This is an optimization exercise on Yosys and OpenROAD, whose aim is small area, not a production implementation. The RTL was checked by simulation tests, not by an equivalence proof against the original design. No activity file was given, so power comes from the tool's default toggle rates.

==> flow/config.mk <==
export PLATFORM = sky130hd
export DESIGN_NAME = alu
export DESIGN_NICKNAME = alu
export VERILOG_FILES = /design/flow/design.v
export SDC_FILE = /design/flow/constraint.sdc
export NUM_CORES = 4
export LEC_CHECK = 0
export CAP_MARGIN = 20
export CORE_MARGIN = 2
export CORE_UTILIZATION = 40
export PLACE_DENSITY = 0.6
export SLEW_MARGIN = 20
==> flow/constraint.sdc <==
create_clock -name core_clock -period 10.0 [get_ports {clk}]
set_input_delay 2.0000 -clock core_clock [delete_from_list [all_inputs] [get_ports {clk}]]
set_output_delay 2.0000 -clock core_clock [all_outputs]
set_load 0.01 [all_outputs]
==> flow/design.v <==
module alu(
    output [15:0] data_out,
    output        valid_out,
    output        cmd_out,
    input  [15:0] data_in,
    input         valid_in,
    input         cmd_in,
    output        amm_read,
    output [7:0]  amm_address,
    input  [7:0]  amm_readdata,
    input         amm_waitrequest,
    input  [1:0]  amm_response,
    input clk,
    input rst_n
    );
    localparam S_IDLE = 3'd0, S_PAY = 3'd1, S_MEM = 3'd2, S_RH = 3'd3, S_RP = 3'd4;
    reg [2:0]  state;
    reg [3:0]  opcode;
    reg [5:0]  nof;           
    reg [5:0]  nshift;        
    reg        error;
    reg [11:0] result;
    reg        first_ind;     
    reg [7:0]  fifo [0:62];
    wire [3:0] hop = data_in[11:8];
    wire [5:0] hnof = data_in[5:0];
    wire [1:0] mod = data_in[9:8];
    wire [7:0] d = data_in[7:0];
    wire is_add  = opcode == 4'd0;
    wire is_and  = opcode == 4'd1;
    wire is_or   = opcode == 4'd2;
    wire is_xor  = opcode == 4'd3;
    wire is_not  = opcode == 4'd4;
    wire is_inc  = opcode == 4'd5;
    wire is_dec  = opcode == 4'd6;
    wire is_neg  = opcode == 4'd7;
    wire is_shr  = opcode == 4'd8;
    wire is_shl  = opcode == 4'd9;
    wire is_shift = is_shr | is_shl;
    wire is_unary = opcode[3:2] == 2'b01;
    wire [7:0] head = fifo[62];
    wire head_mark = head[7:5] == 3'b100;
    wire d_bad = (d > 8'h0F && d < 8'h30) || (d > 8'h7F && d < 8'hA0);
    wire in_mem = state == S_MEM;
    wire aligned = &nshift;
    wire reading = in_mem && aligned && !head_mark;
    wire rd_done = reading && !amm_waitrequest;
    wire rd_ok = rd_done && amm_response == 2'b00;
    wire payload_beat = state == S_PAY && valid_in && !cmd_in;
    wire ind_beat = payload_beat && mod == 2'b01;
    wire push = ind_beat && !error && !d_bad;
    wire shift = push || (in_mem && (!aligned || rd_ok));
    wire [7:0] opnd = in_mem ? amm_readdata : d;
    wire       apply = (payload_beat && mod == 2'b00) || rd_ok;
    wire       is_a = in_mem ? first_ind : (nof == 6'd2);
    wire [7:0] addend = is_neg ? ~opnd : opnd;
    wire [11:0] sum = result + {4'b0, addend};
    reg [11:0] init;
    always @(*) begin
        case (hop)
            4'd1, 4'd6: init = 12'hFFF;
            4'd4:       init = 12'h0FF;
            4'd5, 4'd7: init = 12'h001;
            default:    init = 12'h000;
        endcase
    end
    integer i;
    always @(posedge clk) begin
        if (shift) begin
            fifo[0] <= {d[7] | !push, d[6] & push, d[5] & push, d[4:0]};
            for (i = 1; i < 63; i = i + 1)
                fifo[i] <= fifo[i-1];
        end
    end
    always @(posedge clk) begin
        if (!rst_n) begin
            state <= S_IDLE;
        end else begin
            if (shift && !aligned) nshift <= nshift + 6'd1;
            case (state)
            S_IDLE: if (valid_in && cmd_in) begin
                opcode <= hop;
                nof <= hnof;
                nshift <= 6'd0;
                first_ind <= 1'b0;
                result <= init;
                error <= (hnof != 6'd2 && hop[3:1] == 3'b100);
                state <= S_PAY;
                if (hnof == 6'd0 || (hop[3:2] == 2'b01 && hnof != 6'd1)) begin
                    error <= 1'b1;
                    state <= S_RH;
                end
            end
            S_PAY: if (payload_beat) begin
                if (ind_beat && d_bad) error <= 1'b1;
                if (ind_beat && nof == 6'd2) first_ind <= 1'b1;
                if (mod[1] && is_unary) result <= 12'h000;
                nof <= nof - 6'd1;
                if (nof == 6'd1) state <= S_MEM;
            end
            S_MEM: begin
                if (in_mem && aligned && head_mark) state <= S_RH;
                if (rd_done) begin
                    if (amm_response != 2'b00) begin
                        error <= 1'b1;
                        state <= S_RH;
                    end else
                        first_ind <= 1'b0;
                end
            end
            S_RH: state <= S_RP;
            default: state <= S_IDLE;
            endcase
            if (apply) begin
                if (is_add | is_inc | is_dec | is_neg) result <= sum;
                if (is_and) result <= result & {4'b0, opnd};
                if (is_or)  result <= result | {4'b0, opnd};
                if (is_xor | is_not) result <= result ^ {4'b0, opnd};
                if (is_shift) begin
                    if (is_a) result[7:0] <= opnd;
                    else result[11:8] <= {|opnd[7:3], opnd[2:0]};
                end
            end
        end
    end
    wire [7:0] sh_a = result[7:0];
    wire [2:0] sh_b = result[10:8];
    wire [7:0] shr_v = sh_a >> sh_b;
    wire [7:0] shl_v = sh_a << sh_b;
    wire [7:0] sh_v = result[11] ? 8'h00 : (is_shr ? shr_v : shl_v);
    wire [11:0] final_result = error    ? 12'hBAD :
                               is_shift ? {4'b0, sh_v} :
                               {result[11:8] & {4{~is_neg}}, result[7:0]};
    wire is_rh = state == S_RH;
    assign valid_out = is_rh || state == S_RP;
    assign cmd_out = is_rh;
    assign data_out = {4'b0, final_result[11:5] & {7{~is_rh}},
                       is_rh ? {error, opcode} : final_result[4:0]};
    assign amm_address = head;
    assign amm_read = reading;
endmodule
==> flow/run.sh <==
#!/bin/bash
# synth_recipe.tcl (not shown) runs the flow's synth.tcl, then flattens the netlist and writes it again
# the make line also repeats each setting of config.mk as NAME=value (left out here)
make -C /OpenROAD-flow-scripts/flow DESIGN_CONFIG=/design/flow/config.mk WORK_HOME=/design/flow/orfs CLKGATE_MAP_FILE= SYNTH_SCRIPT=/design/flow/synth_recipe.tcl finish
==> summary.md <==
| Metric | Value |
|---|---|
| Standard-cell row count | 81 |
| Count of hold buffers inserted by post-cts repair | 0 |
| Critical Path RT | 8.00 ns |
| Instance area after placement | 20,800 µm² |
| Kind of end point of the critical path | output pin |
| Number of register bits inferred by synthesis | 537 |
| Number of placed instances, taps included | 1,689 |
| Setup tns final | 0 ns |
| Fillers | 4,109 |
| Fraction of synthesis flops using an asynchronous set or reset pin | 0% |
| Time the worst path needs with I/O delays and setup | 5.46 ns |
| Part of the Yosys area used for sequential elements | 82.2% |
| GP Congestion | around 0.9 |
| Final number of hold-violating endpoints | 0 |
| Clock power share | 39.0% |
| Number of optimization iterations in the first detailed-route pass | 6 |
| DRC violation count after routing | 0 |
| Standard cell with the maximum stage delay on the critical path | sky130_fd_sc_hd__nor4b_2 |
| Critical Path Source Type | flip-flop |
| Overall fraction of global-route tracks in use | about an eighth |
| Unique cell type count in the Yosys netlist | 84 |
| Per-cell via count in the routed design | ~5 |
| Total die area | about 51,000 µm² |
| RSZ-0062 raised after global routing | no |
| Total non-filler cell area in the finished layout | 22,400 µm² |
| VDD IR max | 154 µV |
| Width of the die | 225 µm |
| Detailed Route WL | approximately 31,000 µm |
| Post-CTS repair timing setup buffer count | 0 |
| Via count of the first global-routing pass | 8,789 |
| Power density over the cells | slightly above 200 nW/µm² |
| # resized after CTS | 0 |
| Top cells by area, synth | sky130_fd_sc_hd__edfxtp_1, sky130_fd_sc_hd__ha_1, sky130_fd_sc_hd__a21oi_1 |
| Result of the run | no timing/DRC/antenna violations |
| WL/cell | 17.5 µm |
| Maximum operating frequency | 183 MHz |
| Met3 Resource Use GR | 2.82% |
| Leakage | between 0.006 and 0.007 µW |
| Met2 demand-to-capacity share in global routing | 18.0% |
| Dominant cell type by area after synthesis | sky130_fd_sc_hd__edfxtp_1 |
| Most frequent cells in the layout | sky130_fd_sc_hd__edfxtp_1, sky130_fd_sc_hd__nand2_1, sky130_fd_sc_hd__clkbuf_16, sky130_fd_sc_hd__clkdlybuf4s50_1, sky130_fd_sc_hd__a21oi_1 |
| Share of post-route cells with drive strength above 1 | about a tenth |
| Overall via count from detail_route | around 9,100 |
| TritonCTS sink count | 537 |
| Post-DRT Antenna Nets | 0 |
| Met1 track demand over resource in global routing | 17.6% |
| Data arrival, critical path | about 3.5 ns |
| Total of buffers placed on input and output ports | 49 |
| Category of the critical setup timing path | flip-flop to output pin |
| Cell count of the worst hold path | 0 |
| Post-route fraction of the period consumed by the critical path | between 50% and 60% |
| Synthesized instance count | 1,044 |
| Area of the core | 48,600 µm² |
| Worst path cell trace | nor4b_2, nand2_1, a22oi_1, a221oi_1, o21ai_0, clkdlybuf4s50_1 |
| Number of buffers created by CTS | 50 |
| I/O pin count | 58 |
| Clock transition at the register clock pins on the worst setup and hold paths after CTS | 0.06 ns |
| Combined buffer and inverter count along the critical path | 1 |
| WP depth | 6 |
| Number of DRC markers in iteration 0 | 899 |
| Transition at the pin with the smallest max-transition slack | 1.07 ns |
| Number of nets in the layout | 1,181 |
| Overflow left after global routing | 0 |
| Area Overhead vs Synth | 14.3% |
| Final number of max-transition violations | 0 |
| Fraction of synthesized cell area taken by the top area cell type | a little over 80% |
| Final std cells w/o fill | approximately 1,800 |
| Cell class contributing the biggest share of worst-path delay | simple AND/OR/NAND/NOR gates |
| Syn_area_per_cell | 18.8 µm² |
| Net switching power | 947 µW |
| R2R depth | 10 |
| Antenna violations before repair | 0 |
| Leading cell type in the layout, fill and taps excluded | sky130_fd_sc_hd__edfxtp_1 |
| HP Class | flip-flop to flip-flop |
| Cell internal pwr | 3660 µW |
| Maximum number of pins on one net before global-route repair | 222 |
| Worst-skew pair later-pin latency | 0.57 ns |
| CTS Root Buffer Type | sky130_fd_sc_hd__clkbuf_16 |
| Crit-path max cell delay | ~0.86 ns |
| Share of total power in sequential cells | 55.8% |
| Proportion of total power due to net switching | 20.5% |
| Inserted Diodes | 0 |
| Die span in y | 225 µm |
| CTS tree | built |
| Max H-tree Level | 2 |
| Wire length of the first global-routing pass | 48,900 µm |
| Number of max-cap violations | 0 |
| Combinational cell fraction of total power | 5.2% |
| Share of the core filled with cells in the final layout | 46.0% |
| Setup-failing EPs final | 0 |
| Warnings, synthesis | 2 |
| Leading register cell type out of synthesis | sky130_fd_sc_hd__edfxtp_1 |
| Synthesized area | 19,600 µm² |
| Number of flops mapped to enable cells by yosys | 534 |
| Most utilized layer in the global route result | met2 |
| Starting Density | 40.2% |
| Total half-perimeter wirelength after legalization and detailed placement | 17,600 µm |
| Max Fanout on Critical Path | 15 |
| CTS max path bufs | 3 |
| Final clock skew | 0.0160 ns |
| Worst max-slew margin expressed relative to the limit | 28.4% |
-- power by group through the flow --
| stage | combinational [µW] | clock [µW] | sequential (µW) |
|---|---|---|---|
| after global routing | 267 | 1940 | 2580 |
| after floorplan | 178 | 0 | 2620 |
| after CTS | 239 | 1860 | 2570 |
| final | 241 | 1800 | 2570 |
| after detailed placement | 238 | 0 | 2620 |
| after global placement | 235 | 0 | 2620 |
-- state kept, by name, indices dropped and copies added (netlist names) --
| register | cells |
|---|---|
| fifo | 504 |
| result | 12 |
| nof | 6 |
| nshift | 6 |
| opcode | 4 |
| state | 3 |
| error | 1 |
| first_ind | 1 |
-- final timing paths --
check	start	end	slack, ns
hold reg to reg	fifo[15][6]$_DFFE_PN_	fifo[16][6]$_DFFE_PN_	0.40
setup / recovery	opcode[0]$_DFFE_PP_	data_out[0]	4.54
hold / removal	fifo[15][6]$_DFFE_PN_	fifo[16][6]$_DFFE_PN_	0.40
setup reg to reg	state[1]$_SDFFE_PN0P_	result[9]$_DFFE_PP_	5.53
-- per-stage QoR --
step,hold slack (ns),power (µW),worst slack [ns]
floorplan,0.400,2800,0.577
global placement,0.400,2850,4.38
detailed placement,0.405,2860,4.29
CTS,0.400,4680,4.57
global route,0.409,4790,4.36
finish,0.405,4610,4.54
-- worst register-to-register path, stage by stage, from the launching register on --
cell,delay (ns)
sky130_fd_sc_hd__dfxtp_1,0.55
sky130_fd_sc_hd__nor3b_4,0.77
sky130_fd_sc_hd__mux2i_1,0.75
sky130_fd_sc_hd__xor2_1,0.29
sky130_fd_sc_hd__ha_1,0.31
sky130_fd_sc_hd__a211oi_1,0.28
sky130_fd_sc_hd__o21ai_0,0.22
sky130_fd_sc_hd__o211ai_1,0.42
sky130_fd_sc_hd__mux2i_1,0.25
sky130_fd_sc_hd__o2111ai_1,0.13
sky130_fd_sc_hd__a31o_2,0.28
-- metal layers --
metal | part of all wire (%) | wire length, µm
met1 | 47 | 14500
met2 | 44 | 13800
met5 | 0 | 0
met3 | 5.9 | 1830
met4 | 3.1 | 978
-- cell families after synthesis --
kind of cell / count (synthesis) / synth area share, %
other: 1 / 0.0192
buffers and inverters: 69 / 1.60
DFF: 537 / 82.2
xor gates and xnor gates: 22 / 0.984
adders and majority gates: 30 / 1.96
muxes: 28 / 1.96
AOI/OAI and AO/OA: 174 / 6.24
and+or+nand+nor: 183 / 5.02
-- synthesized netlist by cell type, types with 10 or more instances --
| library cell | count |
|---|---|
| sky130_fd_sc_hd__o21ai_0 | 33 |
| sky130_fd_sc_hd__nand3_1 | 10 |
| sky130_fd_sc_hd__mux2i_1 | 18 |
| sky130_fd_sc_hd__xnor2_1 | 14 |
| sky130_fd_sc_hd__a211oi_1 | 10 |
| sky130_fd_sc_hd__inv_1 | 29 |
| sky130_fd_sc_hd__nand2_1 | 55 |
| sky130_fd_sc_hd__clkbuf_1 | 20 |
| sky130_fd_sc_hd__nor3_1 | 16 |
| sky130_fd_sc_hd__ha_1 | 29 |
| sky130_fd_sc_hd__a21oi_1 | 45 |
| sky130_fd_sc_hd__edfxtp_1 | 534 |
| sky130_fd_sc_hd__nor2_1 | 38 |
-- cell type report --
class,instances,area (µm²),area share [%]
sequential,537,16100,72.0
multi-input combinational,441,3200,14.3
clock buffer,71,1370,6.14
tap,622,778,3.48
timing repair buffer,60,618,2.76
clock inverter,19,191,0.856
inverter,30,113,0.503

re-timing with driven ports:
The results above use ideal ports. As a check the final layout listed here was re-extracted and re-timed, cells and wires unchanged.
Step 1 sets driving cells, clkbuf_16 on the clock port and buf_2 on the other inputs (assumed; they add their load-dependent delay and slew).
Step 2 also shifts input and output timing later by t, the mid clock arrival at the registers, as if the neighbouring blocks saw the same clock.
Slacks: ideal / step 1 / step 2; pairs: ideal / step 1.
t, ns: 0.613
slack for setup (ns): 4.536 / 4.480 / 4.089
worst register clock-pin slew, ns: 0.07 / 0.07
worst data-port slew with drivers (ns): 0.08
After both steps setup and hold are still met in this run. The setup slack of this run moves by -0.056 ns with the drivers and by -0.447 ns with both steps.
